From an optimization exercise on the open Yosys and OpenROAD flow, aimed at a short achievable clock period and few clock cycles; shortcuts taken in it are not production practice. Where RTL was checked, it was by simulation tests only, not by an equivalence proof against the original. Only the layout flow was run in runs 4 to 7; the RTL was not checked for function there. Power figures rest on the tool's default switching activity, not on a simulated workload.

--- constraint.sdc ---
create_clock -name core_clock -period 7.5 [get_ports {Clock}]
set_input_delay 1.5000 -clock core_clock [delete_from_list [all_inputs] [get_ports {Clock}]]
set_output_delay 1.5000 -clock core_clock [all_outputs]
set_load 0.01 [all_outputs]
--- config.mk ---
export PLATFORM = sky130hd
export DESIGN_NAME = cpu_top
export DESIGN_NICKNAME = cpu_top
export VERILOG_FILES = /design/flow/design.v
export SDC_FILE = /design/flow/constraint.sdc
export NUM_CORES = 4
export LEC_CHECK = 0
export CAP_MARGIN = 20
export CORE_MARGIN = 2
export CORE_UTILIZATION = 50
export PLACE_DENSITY = 0.7
export SETUP_SLACK_MARGIN = 2.5
export SLEW_MARGIN = 20
export SYNTH_HIERARCHICAL = 1
export SYNTH_MINIMUM_KEEP_SIZE = 0
--- design.v ---
module regn(R, Rin, Clock, Q);
	parameter n = 9;
	input wire [n-1:0] R;
	input wire Rin, Clock;
	output reg [n-1:0] Q;
	always @(posedge Clock)
		if (Rin)
			Q <= R;
endmodule
module dec3to8(W, En, Y);
	input wire [2:0] W;
	input wire En; 
	output reg [7:0] Y;
	always @(W or En) 
	begin
		if (En == 1)
			case (W)
				3'b111: Y = 8'b10000000;
				3'b110: Y = 8'b01000000;
				3'b101: Y = 8'b00100000;
				3'b100: Y = 8'b00010000;
				3'b011: Y = 8'b00001000;
				3'b010: Y = 8'b00000100;
				3'b001: Y = 8'b00000010;
				3'b000: Y = 8'b00000001; 
			endcase 
		else
			Y = 8'b00000000;
	 end
endmodule
module num_on_bits(num_in, one_hot);
	input wire [7:0] num_in;
	output wire [8:0] one_hot;
	wire [4:0] lo, hi;
	nib_count cl (.v(num_in[3:0]), .c(lo));
	nib_count ch (.v(num_in[7:4]), .c(hi));
	assign one_hot[0] = lo[0] & hi[0];
	assign one_hot[1] = (lo[1] & hi[0]) | (lo[0] & hi[1]);
	assign one_hot[2] = (lo[2] & hi[0]) | (lo[1] & hi[1]) | (lo[0] & hi[2]);
	assign one_hot[3] = (lo[3] & hi[0]) | (lo[2] & hi[1]) | (lo[1] & hi[2]) | (lo[0] & hi[3]);
	assign one_hot[4] = (lo[4] & hi[0]) | (lo[3] & hi[1]) | (lo[2] & hi[2]) | (lo[1] & hi[3]) | (lo[0] & hi[4]);
	assign one_hot[5] = (lo[4] & hi[1]) | (lo[3] & hi[2]) | (lo[2] & hi[3]) | (lo[1] & hi[4]);
	assign one_hot[6] = (lo[4] & hi[2]) | (lo[3] & hi[3]) | (lo[2] & hi[4]);
	assign one_hot[7] = (lo[4] & hi[3]) | (lo[3] & hi[4]);
	assign one_hot[8] = lo[4] & hi[4];
endmodule
module nib_count(v, c);
	input wire [3:0] v;
	output reg [4:0] c;
	always @*
		case (v)
			4'b0000: c = 5'b00001;
			4'b0001, 4'b0010, 4'b0100, 4'b1000: c = 5'b00010;
			4'b0011, 4'b0101, 4'b0110, 4'b1001, 4'b1010, 4'b1100: c = 5'b00100;
			4'b1111: c = 5'b10000;
			default: c = 5'b01000;
		endcase
endmodule
module ALU(en, instruction, input_a, input_b, shift_oh, lt, result);
	input wire en;                 
	input wire [8:0] input_a, input_b;
	input wire [2:0] instruction;
	input wire [8:0] shift_oh;    
	input wire lt;                
	output wire [8:0] result;
	localparam MV = 3'b000, ADD = 3'b010, SUB = 3'b011, SLL = 3'b111, SRL = 3'b110;
	wire [7:0] a = input_a[7:0];
	wire [7:0] b = input_b[7:0];
	wire sa = input_a[8];
	wire sb = input_b[8];
	wire [7:0] cs;                        
	wire [7:0] gs_all, ps_all;
	ks_prefix8 u_s (.g(a & b), .p(a ^ b), .G(gs_all), .P(ps_all));
	assign cs = {gs_all[6:0], 1'b0};
	wire [7:0] sum = (a ^ b) ^ cs;
	wire [7:0] pd = ~(a ^ b);
	wire [7:0] gd = a & ~b;
	wire [7:0] Gd, Pd;
	ks_prefix8 u_d (.g(gd), .p(pd), .G(Gd), .P(Pd));
	wire [7:0] c0 = {Gd[6:0], 1'b0};               
	wire [7:0] c1 = {Gd[6:0] | Pd[6:0], 1'b1};     
	wire [7:0] amb = pd ^ c1;                      
	wire [7:0] bma = ~(pd ^ c0);                   
	reg [7:0] shl, shr;
	integer j, k;
	always @*
	begin
		shl = 8'b0;
		shr = 8'b0;
		for (j = 0; j < 8; j = j + 1)
			for (k = 0; k < 8; k = k + 1)
			begin
				if (k <= j)
					shl[j] = shl[j] | (a[j-k] & shift_oh[k]);
				if (j + k < 8)
					shr[j] = shr[j] | (a[j+k] & shift_oh[k]);
			end
	end
	wire is_add = en & (instruction == ADD);
	wire is_sub = en & (instruction == SUB);
	wire is_sll = en & (instruction == SLL);
	wire is_srl = en & (instruction == SRL);
	wire is_mv  = en & (instruction == MV);
	wire eq_s   = (sa == sb);
	wire use_sum  = (is_add & eq_s) | (is_sub & ~sa & sb);
	wire use_absd = (is_add & ~eq_s) | (is_sub & eq_s);
	wire use_bma  = is_sub & sa & ~sb;
	wire sel_sum = use_sum;
	wire sel_bma = use_bma | (use_absd & lt);
	wire sel_amb = use_absd & ~lt;
	wire [7:0] other = ({8{is_sll}} & shl) | ({8{is_srl}} & shr) | ({8{is_mv}} & b);
	assign result[7:0] = ({8{sel_sum}} & sum) | ({8{sel_bma}} & bma) | ({8{sel_amb}} & amb) | other;
	wire sgn_static = (is_mv & sb) | ((is_add | is_sub | is_sll | is_srl) & sa);
	assign result[8] = use_absd ? (lt ^ (is_sub & sa)) : sgn_static;
endmodule
module ks_prefix8(g, p, G, P);
	input wire [7:0] g, p;
	output wire [7:0] G, P;
	wire [7:0] g1, p1, g2, p2;
	genvar i;
	generate
		for (i = 0; i < 8; i = i + 1) begin : l1
			if (i >= 1) begin
				assign g1[i] = g[i] | (p[i] & g[i-1]);
				assign p1[i] = p[i] & p[i-1];
			end else begin
				assign g1[i] = g[i];
				assign p1[i] = p[i];
			end
		end
		for (i = 0; i < 8; i = i + 1) begin : l2
			if (i >= 2) begin
				assign g2[i] = g1[i] | (p1[i] & g1[i-2]);
				assign p2[i] = p1[i] & p1[i-2];
			end else begin
				assign g2[i] = g1[i];
				assign p2[i] = p1[i];
			end
		end
		for (i = 0; i < 8; i = i + 1) begin : l3
			if (i >= 4) begin
				assign G[i] = g2[i] | (p2[i] & g2[i-4]);
				assign P[i] = p2[i] & p2[i-4];
			end else begin
				assign G[i] = g2[i];
				assign P[i] = p2[i];
			end
		end
	endgenerate
endmodule
module mag_lt(a, b, lt, gt);
	input wire [7:0] a, b;
	output wire lt, gt;
	wire [3:0] l1, g1;
	wire [1:0] l2, g2;
	genvar i;
	generate
		for (i = 0; i < 4; i = i + 1) begin : t1
			cmp2 c (.a(a[2*i+1:2*i]), .b(b[2*i+1:2*i]), .lt(l1[i]), .gt(g1[i]));
		end
		for (i = 0; i < 2; i = i + 1) begin : t2
			cmp_join j (.lh(l1[2*i+1]), .gh(g1[2*i+1]), .ll(l1[2*i]), .gl(g1[2*i]), .lt(l2[i]), .gt(g2[i]));
		end
	endgenerate
	cmp_join j3 (.lh(l2[1]), .gh(g2[1]), .ll(l2[0]), .gl(g2[0]), .lt(lt), .gt(gt));
endmodule
module cmp2(a, b, lt, gt);
	input wire [1:0] a, b;
	output wire lt, gt;
	assign lt = a < b;
	assign gt = a > b;
endmodule
module cmp_join(lh, gh, ll, gl, lt, gt);
	input wire lh, gh, ll, gl;
	output wire lt, gt;
	assign lt = lh | (~gh & ll);
	assign gt = gh | (~lh & gl);
endmodule
module mux_10_to_1(DIN, alu_out, pend, bus_out);
	input wire [8:0] DIN, alu_out;
	input wire pend;
	output wire [8:0] bus_out;
	assign bus_out = alu_out | ({9{pend}} & DIN);
endmodule
module cpu_top (DIN, Resetn, Clock, Run, Done, BusWires, debug_reg0, debug_reg1,
debug_reg2, debug_reg3, debug_reg4, debug_reg5, debug_reg6, debug_reg7);
	input wire [8:0] DIN;
	input wire Resetn, Clock, Run;
	output wire Done;
	output wire [8:0] BusWires;
	output wire [8:0] debug_reg0, debug_reg1;
	output wire [8:0] debug_reg2, debug_reg3, debug_reg4, debug_reg5, debug_reg6, debug_reg7;
	localparam mvi = 3'b001;
	reg [8:0] R [0:7];
	reg [8:0] SH [0:7];  
	reg       pend;      
	reg [2:0] pend_x;    
	wire [2:0] op = DIN[8:6];
	wire [2:0] X  = DIN[5:3];
	wire [2:0] Y  = DIN[2:0];
	wire [7:0] xd, yd, yd2;
	dec3to8 decX (X, 1'b1, xd);
	dec3to8 decY (Y, 1'b1, yd);
	dec3to8 decY2 (Y, 1'b1, yd2);
	reg [8:0] a, b, oh;
	integer n;
	always @*
	begin
		a = 9'b0;
		b = 9'b0;
		oh = 9'b0;
		for (n = 0; n < 8; n = n + 1)
		begin
			a = a | ({9{xd[n]}} & R[n]);
			b = b | ({9{yd[n]}} & R[n]);
			oh = oh | ({9{yd2[n]}} & SH[n]);
		end
	end
	wire [7:0] xd2, yd3;
	dec3to8 decX2 (X, 1'b1, xd2);
	dec3to8 decY3 (Y, 1'b1, yd3);
	wire [63:0] LT;
	wire [7:0] wxd;    
	reg lt_sel;
	integer p, q;
	always @*
	begin
		lt_sel = 1'b0;
		for (p = 0; p < 8; p = p + 1)
			for (q = 0; q < 8; q = q + 1)
				lt_sel = lt_sel | (xd2[p] & yd3[q] & LT[p*8+q]);
	end
	wire [8:0] alu_out;
	ALU alu (.en(~pend), .instruction(op), .input_a(a), .input_b(b), .shift_oh(oh), .lt(lt_sel), .result(alu_out));
	wire run_exec = Run & ~pend & (op != mvi);
	wire run_mvi  = Run & ~pend & (op == mvi);
	assign Done     = run_exec | pend;
	wire [8:0] wdata;
	mux_10_to_1 bus_port (.DIN(DIN), .alu_out(alu_out), .pend(pend), .bus_out(BusWires));
	mux_10_to_1 bus_write (.DIN(DIN), .alu_out(alu_out), .pend(pend), .bus_out(wdata));
	wire [8:0] bus_oh;
	num_on_bits pc (.num_in(wdata[7:0]), .one_hot(bus_oh));
	wire [2:0] wx = pend ? pend_x : X;
	dec3to8 decW (wx, 1'b1, wxd);
	genvar gx, gy;
	generate
		for (gx = 0; gx < 8; gx = gx + 1) begin : g_ltx
			for (gy = 0; gy < 8; gy = gy + 1) begin : g_lty
				if (gx == gy) begin : g_same
					assign LT[gx*8+gy] = 1'b0;
				end else begin : g_pair
					reg lt_q;
					always @(posedge Clock, negedge Resetn)
						if (!Resetn)
							lt_q <= 1'b0;
						else if (Done & (wxd[gx] | wxd[gy]))
							lt_q <= wxd[gx] ? w_lt[gy] : w_gt[gx];
					assign LT[gx*8+gy] = lt_q;
				end
			end
		end
	endgenerate
	wire [7:0] w_lt, w_gt;
	genvar gj;
	generate
		for (gj = 0; gj < 8; gj = gj + 1) begin : g_cmp
			mag_lt c (.a(wdata[7:0]), .b(R[gj][7:0]), .lt(w_lt[gj]), .gt(w_gt[gj]));
		end
	endgenerate
	integer i;
	always @(posedge Clock, negedge Resetn)
	begin
		if (!Resetn)
		begin
			pend <= 1'b0;
			pend_x <= 3'b0;
			for (i = 0; i < 8; i = i + 1)
			begin
				R[i] <= 9'b0;
				SH[i] <= 9'b1;
			end
		end
		else
		begin
			pend <= run_mvi;
			if (run_mvi)
				pend_x <= X;
			if (Done)
			begin
				R[wx] <= wdata;
				SH[wx] <= bus_oh;
			end
		end
	end
	assign debug_reg0 = R[0];
	assign debug_reg1 = R[1];
	assign debug_reg2 = R[2];
	assign debug_reg3 = R[3];
	assign debug_reg4 = R[4];
	assign debug_reg5 = R[5];
	assign debug_reg6 = R[6];
	assign debug_reg7 = R[7];
endmodule
--- run.sh ---
#!/bin/bash
# synth_recipe.tcl (not shown) runs the flow's synth.tcl, then flattens the netlist and writes it again
# the make line also repeats each setting of config.mk as NAME=value (left out here)
make -C /OpenROAD-flow-scripts/flow DESIGN_CONFIG=/design/flow/config.mk WORK_HOME=/design/flow/orfs CLKGATE_MAP_FILE= SYNTH_SCRIPT=/design/flow/synth_recipe.tcl finish
==> results of run 1 <==
==> layout make-up <==
class | instances | area [um^2] | area share
Tap cell | 390 | 488 | 0.0248
Multi-Input combinational cell | 1125 | 10600 | 0.539
Clock inverter | 15 | 178 | 0.00905
Clock buffer | 17 | 425 | 0.0217
Timing Repair Buffer | 256 | 2500 | 0.127
Sequential cell | 196 | 4910 | 0.250
Inverter | 145 | 553 | 0.0282
==> worst max-delay path: cells and delay by family <==
kind / cells / cell delay [ns]
buffers and inverters: 5 / 0.59
adders and majority gates: 1 / 0.30
xor gates and xnor gates: 1 / 0.13
AOI/OAI and AO/OA: 6 / 0.84
and+or+nand+nor: 4 / 0.82
==> metal layers <==
metal | track usage | up-vias | routed length, um
li1 | - | 6109 | -
met1 | 0.480 | 7005 | 23000
met2 | 0.540 | 849 | 24900
met3 | 0.0610 | 165 | 4520
met4 | 0.155 | 0 | 2290
met5 | 0 | - | 0
==> state kept, by name, indices dropped and copies added (netlist names) <==
name	flops
R	72
SH	64
pend	1
g_ltx.g_lty.g_pair.lt_q	56
pend_x	3
==> worst paths after layout <==
check	start	end	slack (ns)	depth (start not counted)
setup / recovery	DIN[2]	BusWires[7]	1.80	17
hold / removal	SH[4][6]	SH[4][6]	0.51	1
setup reg to reg	R[2][1]	SH[4][2]	2.69	25
hold reg to reg	SH[4][6]	SH[4][6]	0.51	1
max in group asynchronous	Resetn	R[5][1]	5.14	2
min in group asynchronous	Resetn	SH[3][6]	1.01	1
==> placed cells by master, fill, tap and decap left out, types with 31 or more instances in the layout <==
master and n:
a22oi_1 135, a2bb2oi_2 31, buf_4 117, buf_6 34, clkdlybuf4s50_1 74, conb_1 48, dfrtp_1 188, ha_1 59
inv_1 126, mux2_2 105, nand3_1 70, nand3_2 54, nand4b_1 57, nor2_1 68, nor2b_4 32, o21ai_0 64
==> power groups by stage <==
stage	registers (mW)	logic, mW	clock network (mW)
6_report	1.57	2.80	0.961
2_1_floorplan	1.49	1.40	0
3_3_place_gp	1.57	2.06	0
3_5_place_dp	1.57	2.12	0
5_1_grt	1.59	2.95	1.01
4_1_cts	1.56	2.61	0.968
==> through the flow <==
step                      power [mW]  hold WS [ns]   util  cell area [um^2]  std cells
after floorplan                 2.89         0.459      -             15400       1560
after global placement          3.63         0.470  0.564             16700       1990
after detailed placement        3.69         0.492  0.564             16700       1990
after CTS                       5.14         0.514  0.650             19200       2131
after global routing            5.55         0.525  0.665             19600       2144
final                           5.33         0.513  0.665             19600       2144
==> what timing repair did <==
item	4_1_cts	5_1_grt
resized for setup	309	70
setup endpoints to repair	186	129
cloned	9	0
pin swaps	149	53
endpoints found under the hold margin	0	0
setup buffers	100	13
==> impl_metrics.yaml, run 1 <==
critical_path:
  worst_ep_required_time_ns: 6.00
  cpPeakStageDelay_ns: 0.41
  criticalPathCategory: "in2out"
  cp_common_cell: "a22oi_2"
  slowest_stage: "and4b_4"
  worstPathArrival_ns: 4.20
  start_kind: "primary input"
  cp-end-kind: "primary output"
  path_cells: "buf_12 -> and4b_4 -> a22oi_2 -> nand4_1 -> inv_2 -> ha_4 -> a21o_4 -> a21oi_4 -> buf_4 -> buf_6 -> o31ai_4 -> nor2_1 -> xnor2_1 -> a22oi_2 -> nand2_1 -> a21o_1 -> buf_2"
  crit_fanout: 21
sta:
  maxSlewViolCount: 0
  fin_ws_ns: 1.80
  grt_setup_unrepaired: "yes"
  max_freq_mhz: 175
  period_share: 0.760
  slew_headroom: 0.210
  skew_ns: 0.0145
  finalHoldViolCount: 0
  fin_setup_tns_ns: 0
  setup_viol: 0
  fin_crit_ns: 5.70
  worst_slew_pin_slew_ns: 1.19
routing:
  drt_iter0_markers: 1818
  dr.pass1.iters: 9
  post_drt_wl_per_cell_um: 25.5
  vias_per_cell: 6.59
  routed_wl_um: 54700
  drc_errors: 0
  ant_nets: 0
  vias: 14128
cts:
  insertion_delay_ns: 0.48
  clk_pin_slew_ns: 0.08
  clock_tree.root_cell: "clkbuf_16"
  clkSinkCount: 196
  cts_hold_buf: 0
  cts.path.max_buffers: 2
  cts_tree: "done"
  numCtsBuffers: 17
  htreeDepth: 4
cells_and_area:
  nets: 1836
  layout-drive-gt1-share: 0.382
  diodes: 0
  area_growth_pct: 31.2
  num-fill-cells: 2287
floorplanning:
  die_w_um: 177
  io_pins: 94
  die_h_um: 177
  start_util: 0.506
  coreArea_um2: 29600
  row_count: 63
  die_area_um2: 31300
run_status:
  status: "finished clean"
synth:
  synth_area_um2: 15000
  yosys_warnings: 14
  synth.avg_cell_area_um2: 9.89
  synthesis.instances: 1513
global_route:
  antenna_found_initial: 0
  grt_pass1_vias: 13586
  grt_util_all_layers: 0.350
  grt_pass1_wl_um: 82900
  overflow: 0
  grt_max_degree: 113
place:
  gp_congestion: 0.927
  dp_slack_ns: 0.490
  port_buffers: 93
  dp_hpwl_um: 35300
power:
  power_frac_comb: 0.525
  internal-power_mw: 3.06
  peakVddDrop_uv: 212
  p_switching_mw: 2.27
  power_leakage_nw: 8.86
  switching_share: 0.426
  seq_power_share: 0.295
  p_clk_frac: 0.180
  cellPowerDensity_nw_per_um2: 271
run:
  drv_cap: 0
min_path:
  hold_class: "reg2reg"
Testbench counts, summed over its fixed seeds: cycles 20,055.
==> run 2, diff against run 1 <==
--- a/config.mk
+++ b/config.mk
@@ -8,8 +8,9 @@
 export CAP_MARGIN = 20
 export CORE_MARGIN = 2
 export CORE_UTILIZATION = 50
+export GPL_ROUTABILITY_DRIVEN = 0
 export PLACE_DENSITY = 0.7
-export SETUP_SLACK_MARGIN = 2.5
+export SETUP_SLACK_MARGIN = 3.5
 export SLEW_MARGIN = 20
 export SYNTH_HIERARCHICAL = 1
 export SYNTH_MINIMUM_KEEP_SIZE = 0
==> run 2 against run 1 <==
Against the previous run:
- highest routed layer unchanged
- critical path type is now in2reg
- die area unchanged
- flip-flop and latch count unchanged
- routed wire length up 7.6%
- via count up 6.7%
- sequential power about the same
==> impl_metrics.yaml, run 2 <==
run_status:
  status: "finished clean"
routing:
  vias_per_cell: 6.87
  dr.pass1.iters: 17
  vias: 15069
  ant_nets: 0
  routed_wl_um: 58900
  drt_iter0_markers: 2322
  drc_errors: 0
  post_drt_wl_per_cell_um: 26.9
critical_path:
  worstPathArrival_ns: 6.51
  slowest_stage: "nand4_1"
  crit_fanout: 10
  cp-end-kind: "flop"
  criticalPathCategory: "in2reg"
  start_kind: "primary input"
  worst_ep_required_time_ns: 7.82
  cpPeakStageDelay_ns: 0.39
power:
  switching_share: 0.407
  peakVddDrop_uv: 172
  power_frac_comb: 0.523
  p_switching_mw: 2.24
  finalPower_mw: 5.50
  cellPowerDensity_nw_per_um2: 272
  internal-power_mw: 3.26
  p_clk_frac: 0.189
  seq_power_share: 0.288
  power_leakage_nw: 9.10
cts:
  clock_tree.root_cell: "clkbuf_16"
  insertion_delay_ns: 0.45
  clk_pin_slew_ns: 0.06
  numCtsBuffers: 17
  htreeDepth: 4
  clkSinkCount: 196
  cts_tree: "done"
  cts_hold_buf: 0
  cts.path.max_buffers: 2
run:
  drv_cap: 0
sta:
  skew_ns: 0.0183
  period_share: 0.826
  fin_ws_ns: 1.31
  slew_headroom: 0.257
  fin_setup_tns_ns: 0
  setup_viol: 0
  fin_crit_ns: 6.19
  grt_setup_unrepaired: "yes"
  maxSlewViolCount: 0
  max_freq_mhz: 162
  worst_slew_pin_slew_ns: 1.11
  finalHoldViolCount: 0
floorplanning:
  start_util: 0.506
  row_count: 63
  die_w_um: 177
  die_area_um2: 31300
  die_h_um: 177
  coreArea_um2: 29600
  io_pins: 94
cells_and_area:
  mostFrequentLayoutCells: "188 x dfrtp_1, 130 x buf_4, 125 x nand3_1"
  area_growth_pct: 35.2
  nets: 1884
  largest_register: "R"
  diodes: 0
  layout_commonest_cell: "dfrtp_1"
  largest_reg_flops: 72
  reg_top3: "R (72), SH (64), g_ltx.g_lty.g_pair.lt_q (56)"
  layout-drive-gt1-share: 0.381
place:
  dp_slack_ns: 0.313
  dp_hpwl_um: 33400
  port_buffers: 93
synth:
  yosys_warnings: 14
  synthesis.instances: 1513
  synth_area_um2: 15000
  synth.avg_cell_area_um2: 9.89
global_route:
  grt_pass1_wl_um: 79400
  grt_use_met2: 0.514
  met3_usage: 0.0593
  grt-busiest-layer: "met2"
  grt_util_all_layers: 0.331
  overflow: 0
  grt_pass1_vias: 13484
  grt_max_degree: 74
  antenna_found_initial: 0
  grt_use_met1: 0.448
min_path:
  hold_class: "reg2reg"
-- run 2: final cells by class --
class,instances,area [um^2]
Timing Repair inverter,2,17.5
Clock buffer,21,440
Clock inverter,11,201
Timing Repair Buffer,298,2990
Tap cell,390,488
Fill cell,2082,9310
Multi-Input combinational cell,1129,10600
Sequential cell,196,4910
Inverter,145,588
-- run 2: critical path, delay by kind of cell --
family                   cells  cell delay (ns)
AO/OA/AOI/OAI                9             1.65
buffers and inverters       11             1.37
XOR/XNOR                     1             0.15
AND/OR/NAND/NOR              6             1.11
adder cells (fa/ha/maj)      2             0.66
-- run 2: what timing repair did --
item | in CTS | in global routing
pin swaps | 79 | 69
gates cloned | 7 | 9
setup endpoints to repair | 202 | 202
resized for setup | 257 | 157
buffers inserted | 96 | 73
-- run 2: path summary, 6_finish.rpt --
check | from | to | slack (ns) | depth (start not counted)
min reg2reg | SH[4][4] | SH[4][4] | 0.51 | 1
min | SH[4][4] | SH[4][4] | 0.51 | 1
max reg2reg | R[4][4] | g_ltx[1].g_lty[4].g_pair.lt_q | 2.43 | 23
max | DIN[0] | g_ltx[1].g_lty[4].g_pair.lt_q | 1.31 | 29
max in group asynchronous | Resetn | R[1][4] | 5.05 | 2
min in group asynchronous | Resetn | SH[3][5] | 1.05 | 1
-- run 2: power by group through the flow --
| stage | Clock (mW) | Combinational, mW | Sequential (mW) |
|---|---|---|---|
| after floorplan | 0 | 1.45 | 1.49 |
| after global placement | 0 | 2.06 | 1.57 |
| after detailed placement | 0 | 2.12 | 1.57 |
| after CTS | 1.04 | 2.47 | 1.56 |
| after global routing | 1.08 | 3.04 | 1.60 |
| final | 1.04 | 2.88 | 1.59 |
-- run 2: metrics by stage --
step / instance area [um^2] / cells / hold WS (ns) / utilization
global placement: 16800 / 1974 / 0.487 / 0.567
finish: 20200 / 2192 / 0.509 / 0.685
CTS: 18900 / 2109 / 0.511 / 0.639
detailed placement: 16800 / 1974 / 0.494 / 0.567
global route: 20200 / 2192 / 0.519 / 0.685
floorplan: 15700 / 1560 / 0.480 / -
-- run 2: per-layer routing --
layer	up-vias	wire length, um
li1	6216	-
met1	7372	21900
met2	1136	25600
met3	345	7260
met4	0	4130
met5	-	0
==> run 3, diff against run 2 <==
==> flow/run.sh (new file) <==
#!/bin/bash
# The standard layout, with the resizer free to pick any equivalent cell
# (not only ones of the same footprint) when it repairs timing.
set -euo pipefail
bash standard.sh MATCH_CELL_FOOTPRINT=0 finish > layout.log 2>&1
==> standard.sh (new file) <==
#!/bin/bash
# synth_recipe.tcl (not shown) runs the flow's synth.tcl, then flattens the netlist and writes it again
# the make line also repeats each setting of config.mk as NAME=value (left out here)
make -C /OpenROAD-flow-scripts/flow DESIGN_CONFIG=/design/flow/config.mk WORK_HOME=/design/flow/orfs CLKGATE_MAP_FILE= SYNTH_SCRIPT=/design/flow/synth_recipe.tcl "${@:-finish}"
--- a/config.mk
+++ b/config.mk
@@ -8,7 +8,6 @@
 export CAP_MARGIN = 20
 export CORE_MARGIN = 2
 export CORE_UTILIZATION = 50
-export GPL_ROUTABILITY_DRIVEN = 0
 export PLACE_DENSITY = 0.7
 export SETUP_SLACK_MARGIN = 3.5
 export SLEW_MARGIN = 20
removed: run.sh
==> run 3 against run 2 <==
Against the previous run:
- still clean on timing, DRC and antenna
- clock-buffer cell count is 1 higher
- setup slack better by 0.36 ns
- first-iteration DRC count down 34%
- synthesized cell count stayed put
- maximum frequency up 6.2%
- combinational power decreased by 6%
- non-clock buffer count shrank 56
- via count is 7.7% lower
- cell count is 3.0% lower
- clock skew decreased by 0.0041 ns
- critical endpoint is now BusWires[5]
- largest cell class unchanged
==> impl_metrics.yaml, run 3 <==
floorplanning:
  die_area_um2: 31300
  io_pins: 94
  die_w_um: 177
  die_h_um: 177
  coreArea_um2: 29600
  start_util: 0.506
  row_count: 63
sta:
  fin_crit_ns: 5.83
  fin_setup_tns_ns: 0
  maxSlewViolCount: 0
  setup_viol: 0
  period_share: 0.777
  worst_slew_pin_slew_ns: 1.11
  timing.hold.ws_ns: 0.510
  grt_setup_unrepaired: "yes"
  slew_headroom: 0.258
  skew_ns: 0.0142
  max_freq_mhz: 172
  finalHoldViolCount: 0
routing:
  vias_per_cell: 6.54
  met1_length_um: 21700
  post_drt_wl_per_cell_um: 25.0
  drt_iter0_markers: 1523
  dr.pass1.iters: 10
  maxUsedRoutingLayer: "met5"
  drc_errors: 0
  routed_wl_um: 53300
  dr_wl_met3_um: 4700
  wl_met2_um: 24500
  vias: 13903
  ant_nets: 0
critical_path:
  worstPathArrival_ns: 4.33
  crit_fanout: 5
  cp-end-kind: "primary output"
  start_kind: "primary input"
  r2r_slack_ns: 2.83
  criticalPathCategory: "in2out"
  worst_ep_required_time_ns: 6.00
place:
  gp_congestion: 0.926
  port_buffers: 93
  dp_hpwl_um: 34600
run:
  drv_cap: 0
global_route:
  overflow: 0
  grt_pass1_wl_um: 80400
  antenna_found_initial: 1
  grt_util_all_layers: 0.337
  grt_max_degree: 108
  grt_pass1_vias: 13348
cts:
  cts_tree: "done"
  cts_hold_buf: 0
  insertion_delay_ns: 0.45
  clock_tree.root_cell: "clkbuf_16"
  clk_pin_slew_ns: 0.07
  numCtsBuffers: 17
  clkSinkCount: 196
  htreeDepth: 4
  cts.path.max_buffers: 2
cells_and_area:
  final_util: 0.652
  layout-drive-gt1-share: 0.346
  mostFrequentLayoutCells: "187 x dfrtp_1, 137 x a22oi_1, 128 x inv_1"
  area_growth_pct: 28.7
  reg_top3: "R (72), SH (64), g_ltx.g_lty.g_pair.lt_q (56)"
  largest_register: "R"
  nets: 1819
  largest_reg_flops: 72
  diodes: 0
  layout_commonest_cell: "dfrtp_1"
synth:
  synth_area_um2: 15000
  synth.avg_cell_area_um2: 9.89
  synthesis.instances: 1513
  yosys_warnings: 14
power:
  power_leakage_nw: 8.66
  finalPower_mw: 5.28
  peakVddDrop_uv: 182
  cellPowerDensity_nw_per_um2: 274
run_status:
  status: "finished clean"
min_path:
  hold_class: "reg2reg"
==> run 3: layer usage <==
metal	vias up	global-route usage
met5	-	0
met3	157	0.0662
met2	726	0.521
li1	6074	-
met4	2	0.147
met1	6944	0.459
==> run 3: path summary, 6_finish.rpt <==
check | to | startpoint | cells past startpoint
worst max-delay path | BusWires[5] | DIN[0] | 18
worst min-delay path | SH[4][6] | SH[4][6] | 1
worst max register to register | SH[1][2] | R[2][1] | 20
worst min register to register | SH[4][6] | SH[4][6] | 1
max in group asynchronous | g_ltx[6].g_lty[7].g_pair.lt_q | Resetn | 2
min in group asynchronous | g_ltx[5].g_lty[0].g_pair.lt_q | Resetn | 1
==> run 3: critical path: stages <==
cell	delay [ns]
buf_12	0.11
buf_6	0.11
nor4b_4	0.30
buf_6	0.17
a22oi_2	0.07
nand4_1	0.22
inv_2	0.08
ha_4	0.31
inv_2	0.03
a21o_1	0.22
a21oi_2	0.18
buf_4	0.15
o21ai_2	0.06
xnor2_1	0.13
a32oi_1	0.18
nand3_1	0.17
a21o_1	0.19
buf_2	0.13
==> run 3: what timing repair did <==
item / in CTS / in global routing
cloned: 3 / 3
buffers inserted: 87 / 15
resized for setup: 242 / 78
pin swaps: 100 / 58
setup endpoints to repair: 202 / 188
==> run 3: cell type report <==
class / instances / area [um^2]
fill: 2372 / 10300
clock inverter: 10 / 146
timing repair buffer: 242 / 2350
multi-input combinational: 1122 / 10300
clock buffer: 22 / 464
tap: 390 / 488
sequential: 196 / 4920
inverter: 145 / 559
==> run 3: stage by stage <==
step | instances | cell area (um^2) | worst slack, ns
finish | 2127 | 19300 | 1.67
global route | 2127 | 19300 | 1.53
CTS | 2109 | 18800 | 1.76
detailed placement | 1987 | 16700 | 0.176
global placement | 1987 | 16700 | 0.276
floorplan | 1560 | 15500 | 2.37
==> run 3: report_power, final <==
part / total [mW] / leakage (nW) / internal (mW) / switching (mW)
logic: 2.72 / 5.76 / 1.25 / 1.46
clock network: 0.984 / 0.284 / 0.547 / 0.438
registers: 1.57 / 2.61 / 1.32 / 0.255
total: 5.28 / 8.66 / 3.12 / 2.16
==> run 4, diff against run 3 <==
--- a/design.v
+++ b/design.v
@@ -7,26 +7,10 @@
 		if (Rin)
 			Q <= R;
 endmodule
-module dec3to8(W, En, Y);
+module dec3to8(W, Y);
 	input wire [2:0] W;
-	input wire En; 
-	output reg [7:0] Y;
-	always @(W or En) 
-	begin
-		if (En == 1)
-			case (W)
-				3'b111: Y = 8'b10000000;
-				3'b110: Y = 8'b01000000;
-				3'b101: Y = 8'b00100000;
-				3'b100: Y = 8'b00010000;
-				3'b011: Y = 8'b00001000;
-				3'b010: Y = 8'b00000100;
-				3'b001: Y = 8'b00000010;
-				3'b000: Y = 8'b00000001; 
-			endcase 
-		else
-			Y = 8'b00000000;
-	 end
+	output wire [7:0] Y;
+	assign Y = 8'b1 << W;
 endmodule
 module num_on_bits(num_in, one_hot);
 	input wire [7:0] num_in;
@@ -199,9 +183,9 @@
 	wire [2:0] X  = DIN[5:3];
 	wire [2:0] Y  = DIN[2:0];
 	wire [7:0] xd, yd, yd2;
-	dec3to8 decX (X, 1'b1, xd);
-	dec3to8 decY (Y, 1'b1, yd);
-	dec3to8 decY2 (Y, 1'b1, yd2);
+	dec3to8 decX (X, xd);
+	dec3to8 decY (Y, yd);
+	dec3to8 decY2 (Y, yd2);
 	reg [8:0] a, b, oh;
 	integer n;
 	always @*
@@ -217,8 +201,8 @@
 		end
 	end
 	wire [7:0] xd2, yd3;
-	dec3to8 decX2 (X, 1'b1, xd2);
-	dec3to8 decY3 (Y, 1'b1, yd3);
+	dec3to8 decX2 (X, xd2);
+	dec3to8 decY3 (Y, yd3);
 	wire [63:0] LT;
 	wire [7:0] wxd;    
 	reg lt_sel;
@@ -241,7 +225,7 @@
 	wire [8:0] bus_oh;
 	num_on_bits pc (.num_in(wdata[7:0]), .one_hot(bus_oh));
 	wire [2:0] wx = pend ? pend_x : X;
-	dec3to8 decW (wx, 1'b1, wxd);
+	dec3to8 decW (wx, wxd);
 	genvar gx, gy;
 	generate
 		for (gx = 0; gx < 8; gx = gx + 1) begin : g_ltx
==> run.sh (new file) <==
#!/bin/bash
# synth_recipe.tcl (not shown) runs the flow's synth.tcl, then flattens the netlist and writes it again
# the make line also repeats each setting of config.mk as NAME=value (left out here)
make -C /OpenROAD-flow-scripts/flow DESIGN_CONFIG=/design/flow/config.mk WORK_HOME=/design/flow/orfs CLKGATE_MAP_FILE= SYNTH_SCRIPT=/design/flow/synth_recipe.tcl finish
removed: flow/run.sh
removed: standard.sh
==> run 4 against run 3 <==
Against the previous run:
- via count grew 0.42%
- area after synthesis shrank 1.2%
- critical path depth is the same
- non-clock buffer count grew 39
- combinational power grew to 2.5 times the previous value
- cell count shrank 0.66%
- maximum frequency shrank 0.21%
- sequential power grew 16%
==> impl_metrics.yaml, run 4 <==
run_status:
  status: "finished clean"
power:
  switching_share: 0.479
  p_switching_mw: 4.61
  power_leakage_nw: 8.72
  peakVddDrop_uv: 377
  seq_power_share: 0.190
  p_clk_frac: 0.096
  power_frac_comb: 0.714
  internal-power_mw: 5.01
  cellPowerDensity_nw_per_um2: 496
critical_path:
  path_delay_family: "buffers and inverters"
  worstPathArrival_ns: 4.34
  start_kind: "primary input"
  criticalPathCategory: "in2out"
  worst_ep_required_time_ns: 6.00
  cp-end-kind: "primary output"
  cp_num_buf_inv: 8
  path_cells: "buf_12 -> buf_12 -> nor3b_4 -> buf_6 -> a22oi_2 -> nand4_1 -> inv_2 -> ha_4 -> a21o_4 -> buf_4 -> buf_6 -> buf_6 -> nor2_4 -> xnor2_2 -> a32oi_1 -> nand3_1 -> a21o_1 -> buf_6"
  cpPeakStageDelay_ns: 0.27
  cp_common_cell: "buf_6"
  slowest_stage: "nand4_1"
  crit_fanout: 8
place:
  port_buffers: 93
  dp_cells: 1941
  gp_congestion: 0.966
  dp_hpwl_um: 35300
routing:
  vias: 13962
  vias_per_cell: 6.61
  drt_iter0_markers: 1783
  drc_errors: 0
  routed_wl_um: 55000
  ant_nets: 0
  dr.pass1.iters: 6
  post_drt_wl_per_cell_um: 26.0
synth:
  yosys_warnings: 13
  synth_area_um2: 14800
  synth.avg_cell_area_um2: 9.78
  synthesis.instances: 1512
sta:
  grt_setup_unrepaired: "yes"
  maxSlewViolCount: 0
  setup_viol: 0
  fin_crit_ns: 5.84
  finalHoldViolCount: 0
  timing.hold.ws_ns: 0.511
  skew_ns: 0.0146
  slew_headroom: 0.340
  period_share: 0.779
  worst_slew_pin_slew_ns: 0.989
  max_freq_mhz: 171
  fin_setup_tns_ns: 0
cts:
  clkSinkCount: 196
  clk_pin_slew_ns: 0.07
  cts_tree: "done"
  cts_hold_buf: 0
  cts.path.max_buffers: 2
  numCtsBuffers: 17
  htreeDepth: 4
  clock_tree.root_cell: "clkbuf_16"
  insertion_delay_ns: 0.46
cells_and_area:
  num-fill-cells: 2199
  nets: 1811
  reg_top3: "R (72), SH (64), g_ltx.g_lty.g_pair.lt_q (56)"
  largest_reg_flops: 72
  layout_commonest_cell: "dfrtp_1"
  layout-drive-gt1-share: 0.390
  mostFrequentLayoutCells: "187 x dfrtp_1, 131 x inv_1, 129 x buf_4"
  diodes: 0
  finalNonFillerCells: 2113
  final_util: 0.670
  area_growth_pct: 31.2
  largest_register: "R"
floorplanning:
  die_area_um2: 31000
  start_util: 0.511
  coreArea_um2: 28900
  io_pins: 94
  die_h_um: 176
  die_w_um: 176
  row_count: 62
global_route:
  grt_max_degree: 124
  overflow: 0
  grt_util_all_layers: 0.343
  antenna_found_initial: 0
  grt_pass1_vias: 13480
  grt_pass1_wl_um: 80800
run:
  drv_cap: 0
min_path:
  hold_class: "reg2reg"
## run 4: path summary, 6_finish.rpt
| path | start | to | slack, ns | cells past startpoint |
|---|---|---|---|---|
| setup / recovery | DIN[1] | BusWires[2] | 1.66 | 18 |
| hold / removal | SH[4][2] | SH[4][2] | 0.51 | 1 |
| setup reg to reg | R[5][1] | SH[4][6] | 2.82 | 20 |
| hold reg to reg | SH[4][2] | SH[4][2] | 0.51 | 1 |
| max in group asynchronous | Resetn | R[2][1] | 4.77 | 3 |
| min in group asynchronous | Resetn | g_ltx[5].g_lty[4].g_pair.lt_q | 0.94 | 1 |
## run 4: power groups by stage
stage | Sequential, mW | Combinational, mW | Clock (mW)
6_report | 1.82 | 6.87 | 0.925
5_1_grt | 1.84 | 7.21 | 0.977
4_1_cts | 1.78 | 6.09 | 0.931
3_5_place_dp | 1.80 | 5.31 | 0
3_3_place_gp | 1.80 | 5.17 | 0
2_1_floorplan | 1.67 | 3.50 | 0
## run 4: what timing repair did
| action | in CTS | in global routing |
|---|---|---|
| endpoints found under the hold margin | 0 | 0 |
| gates cloned | 3 | 4 |
| setup endpoints to repair | 202 | 202 |
| setup buffers | 79 | 53 |
| pin swaps | 86 | 117 |
| gates resized for setup | 229 | 148 |
## run 4: area by class of cell
| class | count | area, um^2 | area share |
|---|---|---|---|
| Clock inverter | 11 | 115 | 0.00594 |
| Sequential cell | 196 | 4920 | 0.253 |
| Multi-Input combinational cell | 1075 | 10200 | 0.525 |
| Inverter | 145 | 557 | 0.0287 |
| Tap cell | 384 | 480 | 0.0248 |
| Clock buffer | 21 | 450 | 0.0232 |
| Timing Repair Buffer | 281 | 2690 | 0.138 |
## run 4: metrics by stage
step	cell area, um^2	setup WS, ns	power [mW]
after global placement	16400	0.147	6.97
after CTS	18300	1.74	8.80
after global routing	19400	1.59	10.0
after detailed placement	16400	0.399	7.11
final	19400	1.66	9.62
after floorplan	15200	2.37	5.17
## run 4: worst register-to-register path: stages (launching register included)
cell,delay [ns]
dfrtp_1,0.50
a22oi_2,0.22
nand4_1,0.26
inv_2,0.16
ha_4,0.24
a21o_4,0.25
buf_4,0.14
buf_6,0.10
buf_6,0.11
nor2_4,0.09
xnor2_2,0.08
a32oi_1,0.20
nand3_1,0.14
buf_4,0.16
buf_4,0.12
a21o_2,0.37
buf_4,0.25
and3_2,0.25
a222oi_1,0.43
inv_2,0.17
mux2_4,0.31
## run 4: routing by layer
layer	wire, um	up-vias	GRT usage	part of all wire
li1	-	6054	-	-
met1	21800	6908	0.457	0.40
met2	25400	813	0.531	0.46
met3	5200	187	0.0831	0.095
met4	2600	0	0.152	0.047
met5	0	-	0	0
==> run 5, diff against run 4 <==
--- a/design.v
+++ b/design.v
@@ -222,8 +222,10 @@
 	wire [8:0] wdata;
 	mux_10_to_1 bus_port (.DIN(DIN), .alu_out(alu_out), .pend(pend), .bus_out(BusWires));
 	mux_10_to_1 bus_write (.DIN(DIN), .alu_out(alu_out), .pend(pend), .bus_out(wdata));
+	wire [8:0] wcmp;
+	mux_10_to_1 bus_cmp (.DIN(DIN), .alu_out(alu_out), .pend(pend), .bus_out(wcmp));
 	wire [8:0] bus_oh;
-	num_on_bits pc (.num_in(wdata[7:0]), .one_hot(bus_oh));
+	num_on_bits pc (.num_in(wcmp[7:0]), .one_hot(bus_oh));
 	wire [2:0] wx = pend ? pend_x : X;
 	dec3to8 decW (wx, wxd);
 	genvar gx, gy;
@@ -248,7 +250,7 @@
 	genvar gj;
 	generate
 		for (gj = 0; gj < 8; gj = gj + 1) begin : g_cmp
-			mag_lt c (.a(wdata[7:0]), .b(R[gj][7:0]), .lt(w_lt[gj]), .gt(w_gt[gj]));
+			mag_lt c (.a(wcmp[7:0]), .b(R[gj][7:0]), .lt(w_lt[gj]), .gt(w_gt[gj]));
 		end
 	endgenerate
 	integer i;
==> run 5 against run 4 <==
Against the previous run:
- hold slack improved by 0.0018 ns
- global-route usage down 0.18 points
- power is 8.2% higher
- combinational power up 11%
- routed wire length rose by 5.3%
- non-clock buffer count is 42 higher
- sequential share of layout area is 1.4 points lower
- clock power about the same
- flip-flop and latch count did not move
- critical path depth is 1 lower
- critical endpoint is now BusWires[7]
- largest cell class unchanged
==> impl_metrics.yaml, run 5 <==
cells_and_area:
  diodes: 0
  largest_reg_flops: 72
  final_util: 0.697
  largest_register: "R"
  nets: 1864
  layout_commonest_cell: "dfrtp_1"
  area_growth_pct: 38.3
  design_area_um2: 20500
  reg_top3: "R (72), SH (64), g_ltx.g_lty.g_pair.lt_q (56)"
  layout-drive-gt1-share: 0.443
  finalNonFillerCells: 2172
  mostFrequentLayoutCells: "188 x dfrtp_1, 161 x buf_4, 119 x a22oi_1"
place:
  dp_hpwl_um: 34600
  dp_slack_ns: 0.176
  dp_cells: 1953
  port_buffers: 93
  placed_cell_area_um2: 16500
  gp_congestion: 0.978
critical_path:
  start_kind: "primary input"
  worstPathArrival_ns: 4.33
  criticalPathCategory: "in2out"
  slowest_stage: "nor3b_1"
  cpPeakStageDelay_ns: 0.32
  cp_num_buf_inv: 6
  cp-end-kind: "primary output"
  path_cells: "buf_8 -> nor3b_1 -> buf_4 -> a22oi_2 -> nand4_1 -> buf_6 -> ha_4 -> inv_2 -> a21o_1 -> a21oi_2 -> buf_4 -> o31ai_4 -> xnor2_1 -> a311oi_1 -> nand2_1 -> a21o_1 -> buf_2"
  worst_ep_required_time_ns: 6.00
  path_delay_family: "compound AO/OA/AOI/OAI gates"
  crit_fanout: 18
floorplanning:
  start_util: 0.504
  die_h_um: 176
  die_w_um: 176
  die_area_um2: 31100
  io_pins: 94
  row_count: 63
  coreArea_um2: 29500
routing:
  vias: 14861
  drc_errors: 0
  routed_wl_um: 57900
  dr.pass1.iters: 10
  drt_iter0_markers: 1985
  post_drt_wl_per_cell_um: 26.7
  ant_nets: 0
  vias_per_cell: 6.84
global_route:
  grt_util_all_layers: 0.341
  grt_pass1_vias: 13606
  overflow: 0
  antenna_found_initial: 1
  grt_pass1_wl_um: 81300
  grt_max_degree: 96
power:
  peakVddDrop_uv: 341
  cellPowerDensity_nw_per_um2: 507
  switching_share: 0.471
  power_frac_comb: 0.735
  seq_power_share: 0.175
  internal-power_mw: 5.50
  power_leakage_nw: 9.15
  p_clk_frac: 0.089
  finalPower_mw: 10.4
  p_switching_mw: 4.91
sta:
  timing.hold.ws_ns: 0.513
  period_share: 0.777
  grt_setup_unrepaired: "yes"
  maxSlewViolCount: 0
  fin_ws_ns: 1.67
  max_freq_mhz: 172
  setup_viol: 0
  worst_slew_pin_slew_ns: 1.08
  slew_headroom: 0.273
  finalHoldViolCount: 0
  fin_crit_ns: 5.83
  skew_ns: 0.0167
  fin_setup_tns_ns: 0
cts:
  numCtsBuffers: 17
  clock_tree.root_cell: "clkbuf_16"
  htreeDepth: 4
  clkSinkCount: 196
  insertion_delay_ns: 0.46
  cts.path.max_buffers: 2
  cts_hold_buf: 0
  clk_pin_slew_ns: 0.07
  cts_tree: "done"
synth:
  yosys_warnings: 13
  synth.avg_cell_area_um2: 9.77
  synth_area_um2: 14900
  synthesis.instances: 1521
min_path:
  hold_class: "reg2reg"
run:
  drv_cap: 0
run_status:
  status: "finished clean"
==> run 5: timing repair <==
| item | in CTS | in global routing |
|---|---|---|
| resized for setup | 277 | 221 |
| buffers inserted | 101 | 73 |
| gates cloned | 7 | 6 |
| pin swaps | 78 | 146 |
| endpoints found under the setup margin | 202 | 194 |
| hold endpoints to repair | 0 | 0 |
==> run 5: power by group through the flow <==
stage / registers, mW / logic (mW) / clock network, mW
after floorplan: 1.67 / 3.51 / 0
after global placement: 1.79 / 4.96 / 0
after detailed placement: 1.80 / 5.09 / 0
after CTS: 1.78 / 6.49 / 0.928
after global routing: 1.83 / 8.02 / 0.972
final: 1.82 / 7.65 / 0.928
==> run 5: path summary, 6_finish.rpt <==
| path | end | cells past startpoint | startpoint | slack [ns] |
|---|---|---|---|---|
| worst max-delay path | BusWires[7] | 17 | DIN[3] | 1.67 |
| worst min-delay path | SH[5][7] | 1 | SH[5][7] | 0.51 |
| worst max register to register | SH[1][2] | 22 | R[0][1] | 2.83 |
| worst min register to register | SH[5][7] | 1 | SH[5][7] | 0.51 |
| max in group asynchronous | g_ltx[1].g_lty[6].g_pair.lt_q | 2 | Resetn | 5.06 |
| min in group asynchronous | SH[5][5] | 1 | Resetn | 1.12 |
==> run 5: cell type report <==
type	instances	area, um^2
Timing Repair Buffer	323	3230
Sequential cell	196	4910
Clock buffer	20	457
Fill cell	2018	8940
Multi-Input combinational cell	1085	10800
Timing Repair inverter	1	6.26
Inverter	145	562
Tap cell	390	488
Clock inverter	12	116
==> run 5: worst register-to-register path: stages, from the launching register on <==
cell and delay [ns]:
dfrtp_1 0.48, a22oi_2 0.24, nand4_1 0.24, inv_2 0.14
ha_4 0.22, buf_6 0.12, a21o_4 0.22, a21oi_4 0.23
o21ai_2 0.09, nor2_1 0.13, xnor2_1 0.08, a32oi_1 0.18
nand3_2 0.13, buf_6 0.16, buf_6 0.11, a21o_4 0.22
inv_2 0.08, ha_4 0.21, mux2i_4 0.20, mux2i_2 0.13
a222oi_1 0.48, inv_2 0.17, mux2_2 0.31
==> run 5: metal layers <==
layer / global-route usage / vias to the layer above / part of all wire
li1: - / 6187 / -
met1: 0.454 / 7308 / 0.38
met2: 0.534 / 1046 / 0.45
met3: 0.0603 / 320 / 0.10
met4: 0.174 / 0 / 0.064
met5: 0 / - / 0
==> run 6, diff against run 5 <==
--- a/design.v
+++ b/design.v
@@ -40,11 +40,14 @@
 			default: c = 5'b01000;
 		endcase
 endmodule
-module ALU(en, instruction, input_a, input_b, shift_oh, lt, result);
+module ALU(en, instruction, input_a, input_b, shift_oh, lt, din, din_en, result, bus);
 	input wire en;                 
 	input wire [8:0] input_a, input_b;
 	input wire [2:0] instruction;
 	input wire [8:0] shift_oh;    
+	input wire [8:0] din;         
+	input wire din_en;
+	output wire [8:0] bus;        
 	input wire lt;                
 	output wire [8:0] result;
 	localparam MV = 3'b000, ADD = 3'b010, SUB = 3'b011, SLL = 3'b111, SRL = 3'b110;
@@ -93,9 +96,12 @@
 	wire sel_bma = use_bma | (use_absd & lt);
 	wire sel_amb = use_absd & ~lt;
 	wire [7:0] other = ({8{is_sll}} & shl) | ({8{is_srl}} & shr) | ({8{is_mv}} & b);
-	assign result[7:0] = ({8{sel_sum}} & sum) | ({8{sel_bma}} & bma) | ({8{sel_amb}} & amb) | other;
+	wire [7:0] arith = ({8{sel_sum}} & sum) | ({8{sel_bma}} & bma) | ({8{sel_amb}} & amb);
+	assign result[7:0] = arith | other;
+	assign bus[7:0] = arith | other | ({8{din_en}} & din[7:0]);
 	wire sgn_static = (is_mv & sb) | ((is_add | is_sub | is_sll | is_srl) & sa);
 	assign result[8] = use_absd ? (lt ^ (is_sub & sa)) : sgn_static;
+	assign bus[8] = result[8] | (din_en & din[8]);
 endmodule
 module ks_prefix8(g, p, G, P);
 	input wire [7:0] g, p;
@@ -215,17 +221,15 @@
 				lt_sel = lt_sel | (xd2[p] & yd3[q] & LT[p*8+q]);
 	end
 	wire [8:0] alu_out;
-	ALU alu (.en(~pend), .instruction(op), .input_a(a), .input_b(b), .shift_oh(oh), .lt(lt_sel), .result(alu_out));
+	ALU alu (.en(~pend), .instruction(op), .input_a(a), .input_b(b), .shift_oh(oh), .lt(lt_sel),
+	          .din(DIN), .din_en(pend), .result(alu_out), .bus(BusWires));
 	wire run_exec = Run & ~pend & (op != mvi);
 	wire run_mvi  = Run & ~pend & (op == mvi);
 	assign Done     = run_exec | pend;
 	wire [8:0] wdata;
-	mux_10_to_1 bus_port (.DIN(DIN), .alu_out(alu_out), .pend(pend), .bus_out(BusWires));
 	mux_10_to_1 bus_write (.DIN(DIN), .alu_out(alu_out), .pend(pend), .bus_out(wdata));
-	wire [8:0] wcmp;
-	mux_10_to_1 bus_cmp (.DIN(DIN), .alu_out(alu_out), .pend(pend), .bus_out(wcmp));
 	wire [8:0] bus_oh;
-	num_on_bits pc (.num_in(wcmp[7:0]), .one_hot(bus_oh));
+	num_on_bits pc (.num_in(wdata[7:0]), .one_hot(bus_oh));
 	wire [2:0] wx = pend ? pend_x : X;
 	dec3to8 decW (wx, wxd);
 	genvar gx, gy;
@@ -250,7 +254,7 @@
 	genvar gj;
 	generate
 		for (gj = 0; gj < 8; gj = gj + 1) begin : g_cmp
-			mag_lt c (.a(wcmp[7:0]), .b(R[gj][7:0]), .lt(w_lt[gj]), .gt(w_gt[gj]));
+			mag_lt c (.a(wdata[7:0]), .b(R[gj][7:0]), .lt(w_lt[gj]), .gt(w_gt[gj]));
 		end
 	endgenerate
 	integer i;
==> run 6 against run 5 <==
Against the previous run:
- combinational power is 3.1% lower
- utilization is 1.7 points higher
- area after synthesis is 0.11% lower
- power is 1.4% lower
- hold slack hardly changed
- non-clock buffer count is 44 higher
- sequential share of layout area is 0.51 points lower
- flip-flop and latch count stayed put
- register-to-register slack worse by 0.18 ns
- clock power is 9% higher
- first-iteration DRC count is 7.3% lower
- die area is 0.11% lower
- critical endpoint is now g_ltx[1].g_lty[3].g_pair.lt_q
- highest routed layer unchanged
==> impl_metrics.yaml, run 6 <==
power:
  cellPowerDensity_nw_per_um2: 489
  p_clk_frac: 0.099
  seq_power_share: 0.179
  power_frac_comb: 0.722
  internal-power_mw: 5.45
  finalPower_mw: 10.3
  power_leakage_nw: 9.40
  switching_share: 0.469
  peakVddDrop_uv: 308
  p_switching_mw: 4.81
sta:
  finalHoldViolCount: 0
  worst_slew_pin_slew_ns: 1.04
  slew_headroom: 0.301
  setup_viol: 0
  skew_ns: 0.0177
  fin_setup_tns_ns: 0
  maxSlewViolCount: 0
  period_share: 0.792
  fin_crit_ns: 5.94
  grt_setup_unrepaired: "yes"
  max_freq_mhz: 168
synth:
  synth.avg_cell_area_um2: 9.82
  synth_area_um2: 14800
  yosys_warnings: 13
  synthesis.instances: 1511
cts:
  cts_hold_buf: 0
  cts_tree: "done"
  numCtsBuffers: 17
  clock_tree.root_cell: "clkbuf_16"
  clk_pin_slew_ns: 0.08
  cts.path.max_buffers: 2
  insertion_delay_ns: 0.47
  htreeDepth: 4
  clkSinkCount: 196
cells_and_area:
  largest_register: "R"
  reg_top3: "R (72), SH (64), g_ltx.g_lty.g_pair.lt_q (56)"
  layout-drive-gt1-share: 0.457
  largest_reg_flops: 72
  nets: 1901
  layout_commonest_cell: "dfrtp_1"
  area_growth_pct: 41.4
  register_area_um2: 4910
  multiInputGateArea_um2: 10700
  mostFrequentLayoutCells: "188 x dfrtp_1, 172 x buf_4, 118 x a22oi_1"
  num-fill-cells: 2029
min_path:
  min_from: "SH[5][6]"
  hold_class: "reg2reg"
  min_path_cells: 1
  hold-path-endpoint: "SH[5][6]"
global_route:
  antenna_found_initial: 1
  grt_max_degree: 72
  grt_util_all_layers: 0.364
  grt_pass1_vias: 14153
  overflow: 0
  grt_pass1_wl_um: 85600
floorplanning:
  die_area_um2: 31100
  start_util: 0.505
  die_w_um: 176
  row_count: 63
  die_h_um: 176
  io_pins: 94
  coreArea_um2: 29400
critical_path:
  cp_common_cell: "buf_6"
  worst_ep_required_time_ns: 7.89
  crit_fanout: 7
  rr_worst_depth: 28
  start_kind: "primary input"
  criticalPathCategory: "in2reg"
  cpPeakStageDelay_ns: 0.25
  cp-end-kind: "flop"
  slowest_stage: "nor3b_4"
  r2r_slack_ns: 2.65
  r2r_end: "g_ltx[1].g_lty[3].g_pair.lt_q"
  r2r_start: "R[6][2]"
  worstPathArrival_ns: 6.34
routing:
  vias: 14767
  ant_nets: 0
  dr.pass1.iters: 7
  drc_errors: 0
  routed_wl_um: 59900
  drt_iter0_markers: 1841
  vias_per_cell: 6.68
  post_drt_wl_per_cell_um: 27.1
place:
  dp_hpwl_um: 35500
  port_buffers: 93
  gp_congestion: 0.923
run:
  drv_cap: 0
run_status:
  status: "finished clean"
==> run 6: stage by stage <==
| step | hold WS (ns) | cells | util | setup WS [ns] | instance area, um^2 |
|---|---|---|---|---|---|
| finish | 0.513 | 2212 | 0.714 | 1.56 | 21000 |
| detailed placement | 0.494 | 1955 | 0.567 | 0.406 | 16700 |
| CTS | 0.511 | 2130 | 0.663 | 1.67 | 19500 |
| floorplan | 0.480 | 1511 | - | 2.23 | 15400 |
| global route | 0.528 | 2209 | 0.714 | 1.50 | 21000 |
| global placement | 0.487 | 1955 | 0.567 | 0.508 | 16700 |
==> run 6: worst max-delay path by stage <==
stage / depth (start not counted) / to / startpoint
after CTS: 16 / BusWires[5] / DIN[3]
after global placement: 24 / g_ltx[5].g_lty[7].g_pair.lt_q / DIN[0]
after global routing: 34 / g_ltx[3].g_lty[7].g_pair.lt_q / DIN[3]
final: 34 / g_ltx[1].g_lty[3].g_pair.lt_q / DIN[3]
after detailed placement: 24 / g_ltx[5].g_lty[1].g_pair.lt_q / DIN[0]
after floorplan: 13 / BusWires[5] / DIN[3]
==> run 6: power by group through the flow <==
stage / clock (mW) / combinational [mW] / sequential, mW
after floorplan: 0 / 3.57 / 1.67
after global placement: 0 / 5.15 / 1.81
after detailed placement: 0 / 5.27 / 1.81
after CTS: 1.01 / 6.40 / 1.80
after global routing: 1.05 / 7.77 / 1.85
final: 1.01 / 7.41 / 1.84
==> run 6: per-layer routing <==
layer	wire (um)	track usage
met5	0	0
met4	3490	0.188
met3	4940	0.0568
met2	28100	0.593
met1	23400	0.468
==> run 6: timing repair <==
action | CTS | global route
resized for setup | 320 | 199
cloned | 9 | 4
setup endpoints to repair | 202 | 202
pin swaps | 99 | 127
buffers inserted | 134 | 75
==> run 6: cell type report <==
| class | count | area share |
|---|---|---|
| multi-input cells | 1077 | 0.511 |
| well taps | 390 | 0.0232 |
| clock inverters | 14 | 0.00918 |
| repair inverters | 2 | 0.000835 |
| clock buffers | 18 | 0.0204 |
| flip-flops and latches | 196 | 0.234 |
| repair buffers | 367 | 0.172 |
| inverters | 145 | 0.0284 |
| diodes | 3 | 0.000358 |
==> run 6: worst max-delay path: cells and delay by family <==
family / cells / cell delay (ns)
fa+ha+maj: 2 / 0.46
buf+inv: 17 / 2.14
compound gates: 6 / 1.07
xor+xnor: 1 / 0.13
simple gates: 8 / 0.99
==> run 7, diff against run 6 <==
--- a/design.v
+++ b/design.v
@@ -59,15 +59,12 @@
 	wire [7:0] gs_all, ps_all;
 	ks_prefix8 u_s (.g(a & b), .p(a ^ b), .G(gs_all), .P(ps_all));
 	assign cs = {gs_all[6:0], 1'b0};
-	wire [7:0] sum = (a ^ b) ^ cs;
 	wire [7:0] pd = ~(a ^ b);
 	wire [7:0] gd = a & ~b;
 	wire [7:0] Gd, Pd;
 	ks_prefix8 u_d (.g(gd), .p(pd), .G(Gd), .P(Pd));
 	wire [7:0] c0 = {Gd[6:0], 1'b0};               
 	wire [7:0] c1 = {Gd[6:0] | Pd[6:0], 1'b1};     
-	wire [7:0] amb = pd ^ c1;                      
-	wire [7:0] bma = ~(pd ^ c0);                   
 	reg [7:0] shl, shr;
 	integer j, k;
 	always @*
@@ -96,7 +93,10 @@
 	wire sel_bma = use_bma | (use_absd & lt);
 	wire sel_amb = use_absd & ~lt;
 	wire [7:0] other = ({8{is_sll}} & shl) | ({8{is_srl}} & shr) | ({8{is_mv}} & b);
-	wire [7:0] arith = ({8{sel_sum}} & sum) | ({8{sel_bma}} & bma) | ({8{sel_amb}} & amb);
+	wire any_arith = sel_sum | sel_amb | sel_bma;
+	wire [7:0] p_sel = {8{any_arith}} & ((a ^ b) ^ {8{sel_amb}});
+	wire [7:0] c_sel = ({8{sel_sum}} & cs) | ({8{sel_amb}} & c1) | ({8{sel_bma}} & c0);
+	wire [7:0] arith = p_sel ^ c_sel;
 	assign result[7:0] = arith | other;
 	assign bus[7:0] = arith | other | ({8{din_en}} & din[7:0]);
 	wire sgn_static = (is_mv & sb) | ((is_add | is_sub | is_sll | is_srl) & sa);
==> run 7 against run 6 <==
Against the previous run:
- still clean
- non-clock buffer count down 61
- cell count shrank 2.7%
- sequential power grew 5%
- clock skew down 0.0027 ns
- area after synthesis up 0.50%
- die area up 0.48%
- via count down 0.46%
- synthesized cell count grew 0.40%
- critical path type is now in2out
- critical endpoint is now BusWires[7]
- largest cell class unchanged
==> impl_metrics.yaml, run 7 <==
sta:
  skew_ns: 0.0150
  worst_slew_pin_slew_ns: 1.16
  max_freq_mhz: 165
  fin_setup_tns_ns: 0
  setup_viol: 0
  slew_headroom: 0.217
  period_share: 0.806
  finalHoldViolCount: 0
  maxSlewViolCount: 0
  fin_crit_ns: 6.05
  grt_setup_unrepaired: "yes"
cells_and_area:
  largest_register: "R"
  layout-drive-gt1-share: 0.468
  reg_top3: "R (72), SH (64), g_ltx.g_lty.g_pair.lt_q (56)"
  mostFrequentLayoutCells: "188 x dfrtp_1, 141 x buf_4, 132 x a22oi_1"
  area_growth_pct: 40.0
  register_area_um2: 4910
  multiInputGateArea_um2: 11200
  layout_commonest_cell: "dfrtp_1"
  largest_reg_flops: 72
  num-fill-cells: 1997
  nets: 1844
floorplanning:
  die_w_um: 177
  coreArea_um2: 29500
  row_count: 63
  start_util: 0.506
  die_h_um: 177
  die_area_um2: 31200
  io_pins: 94
global_route:
  grt_max_degree: 78
  antenna_found_initial: 1
  overflow: 0
  grt_pass1_wl_um: 83100
  grt_util_all_layers: 0.348
  grt_pass1_vias: 13986
critical_path:
  cpPeakStageDelay_ns: 0.32
  worstPathArrival_ns: 4.55
  worst_ep_required_time_ns: 6.00
  cp_num_buf_inv: 5
  criticalPathCategory: "in2out"
  critPathCapture: "BusWires[7]"
  cp-end-kind: "primary output"
  r2r_end: "SH[6][4]"
  r2r_slack_ns: 2.76
  rr_worst_depth: 22
  r2r_start: "R[0][2]"
  crit_cells: 16
  slowest_stage: "a22oi_1"
  path_cells: "buf_8 -> bufbuf_16 -> and3b_2 -> a22oi_1 -> nand4_1 -> buf_6 -> inv_1 -> ha_4 -> and4_4 -> and3_4 -> and2_2 -> nor2_4 -> a2bb2oi_4 -> o211a_1 -> o211ai_2 -> buf_2"
  crit_fanout: 8
  start_kind: "primary input"
  setup.worst_path.start: "DIN[2]"
  path_delay_family: "simple AND/OR/NAND/NOR gates"
synth:
  synth_area_um2: 14900
  synth.avg_cell_area_um2: 9.83
  yosys_warnings: 13
  synthesis.instances: 1517
run:
  drv_cap: 0
power:
  power_frac_comb: 0.751
  p_clk_frac: 0.082
  internal-power_mw: 6.06
  p_switching_mw: 5.54
  power_leakage_nw: 9.10
  seq_power_share: 0.167
  peakVddDrop_uv: 367
  finalPower_mw: 11.6
  switching_share: 0.478
  cellPowerDensity_nw_per_um2: 556
min_path:
  hold_class: "reg2reg"
routing:
  post_drt_wl_per_cell_um: 26.8
  vias_per_cell: 6.83
  drt_iter0_markers: 1852
  drc_errors: 0
  routed_wl_um: 57700
  vias: 14699
  dr.pass1.iters: 9
  ant_nets: 0
place:
  dp_hpwl_um: 34400
  gp_congestion: 0.960
  port_buffers: 93
cts:
  cts.path.max_buffers: 2
  htreeDepth: 4
  clk_pin_slew_ns: 0.07
  insertion_delay_ns: 0.46
  clock_tree.root_cell: "clkbuf_16"
  numCtsBuffers: 17
  cts_tree: "done"
  clkSinkCount: 196
run_status:
  status: "finished clean"
-- run 7: cell type report --
cell class | instances | share of cell area
repair buffers | 306 | 0.146
flip-flops and latches | 196 | 0.235
clock inverters | 12 | 0.00623
repair inverters | 2 | 0.000839
multi-input cells | 1079 | 0.538
inverters | 147 | 0.0280
well taps | 390 | 0.0234
clock buffers | 20 | 0.0219
diodes | 1 | 0.000120
-- run 7: how the worst min path moves through the flow --
stage | end | startpoint | slack, ns | depth (start not counted)
after global routing | SH[5][7] | SH[5][7] | 0.53 | 1
after CTS | SH[0][7] | SH[0][7] | 0.51 | 1
final | SH[2][6] | SH[2][6] | 0.51 | 1
after detailed placement | SH[3][5] | SH[3][5] | 0.49 | 1
after floorplan | SH[4][7] | SH[4][7] | 0.48 | 1
after global placement | SH[0][3] | SH[0][3] | 0.49 | 1
-- run 7: what timing repair did --
item,4_1_cts,5_1_grt
pin swaps,76,148
endpoints found under the hold margin,0,0
setup endpoints to repair,202,202
gates resized for setup,297,227
hold buffers,0,0
buffers inserted,102,56
gates cloned,8,2
-- run 7: stage by stage --
step | area [um^2] | setup WS, ns | instances | utilization | hold slack [ns]
6_report | 20900 | 1.45 | 2153 | 0.708 | 0.514
5_1_grt | 20900 | 1.36 | 2153 | 0.708 | 0.530
4_1_cts | 19300 | 1.67 | 2094 | 0.656 | 0.511
3_5_place_dp | 16700 | 0.228 | 1952 | 0.568 | 0.494
3_3_place_gp | 16700 | 0.0266 | 1952 | 0.567 | 0.488
2_1_floorplan | 15400 | 2.12 | 1517 | - | 0.480
-- run 7: power by group through the flow --
stage | Sequential (mW) | Clock, mW | Combinational [mW]
floorplan | 1.78 | 0 | 4.01
global placement | 1.89 | 0 | 5.69
detailed placement | 1.89 | 0 | 5.83
CTS | 1.88 | 0.953 | 7.33
global route | 1.96 | 0.997 | 9.12
finish | 1.93 | 0.950 | 8.72
-- run 7: metal layers --
metal | part of all wire | GRT usage
met1 | 0.38 | 0.457
met2 | 0.47 | 0.556
met5 | 0 | 0
met4 | 0.061 | 0.178
met3 | 0.087 | 0.0528

-- static timing again, ports no longer ideal --
The flow's constraints put no driver on any port. The routed layouts listed below were extracted and timed again, unchanged, in two steps.
Step 1 assumes that a clkbuf_16 drives the clock port and a buf_2 every other input.
Step 2, shift: input delay + t, output delay - t, t = (earliest + latest rising clock arrival at the registers) / 2. This alone moves slack from input paths to output paths.
Slacks: no drivers / after step 1 / after step 2; pairs: no drivers / after step 1.
| run | t, ns | setup WS [ns] | cell pins on the clock port's net |
|---|---|---|---|
| run 1 | 0.520 | 1.802 / 1.625 / 1.170 | 1 |
| run 2 | 0.491 | 1.308 / 1.265 / 0.808 | 1 |
| run 3 | 0.495 | 1.669 / 1.560 / 1.200 | 1 |
| run 4 | 0.500 | 1.657 / 1.604 / 1.272 | 1 |
| run 5 | 0.502 | 1.674 / 1.523 / 1.216 | 1 |
| run 6 | 0.511 | 1.558 / 1.503 / 1.018 | 1 |
| run 7 | 0.502 | 1.455 / 1.376 / 1.041 | 1 |
After both steps setup and hold are still met in every run listed. The setup slack of run 1, which loses most, moves by -0.177 ns with the drivers and by -0.632 ns with both steps.
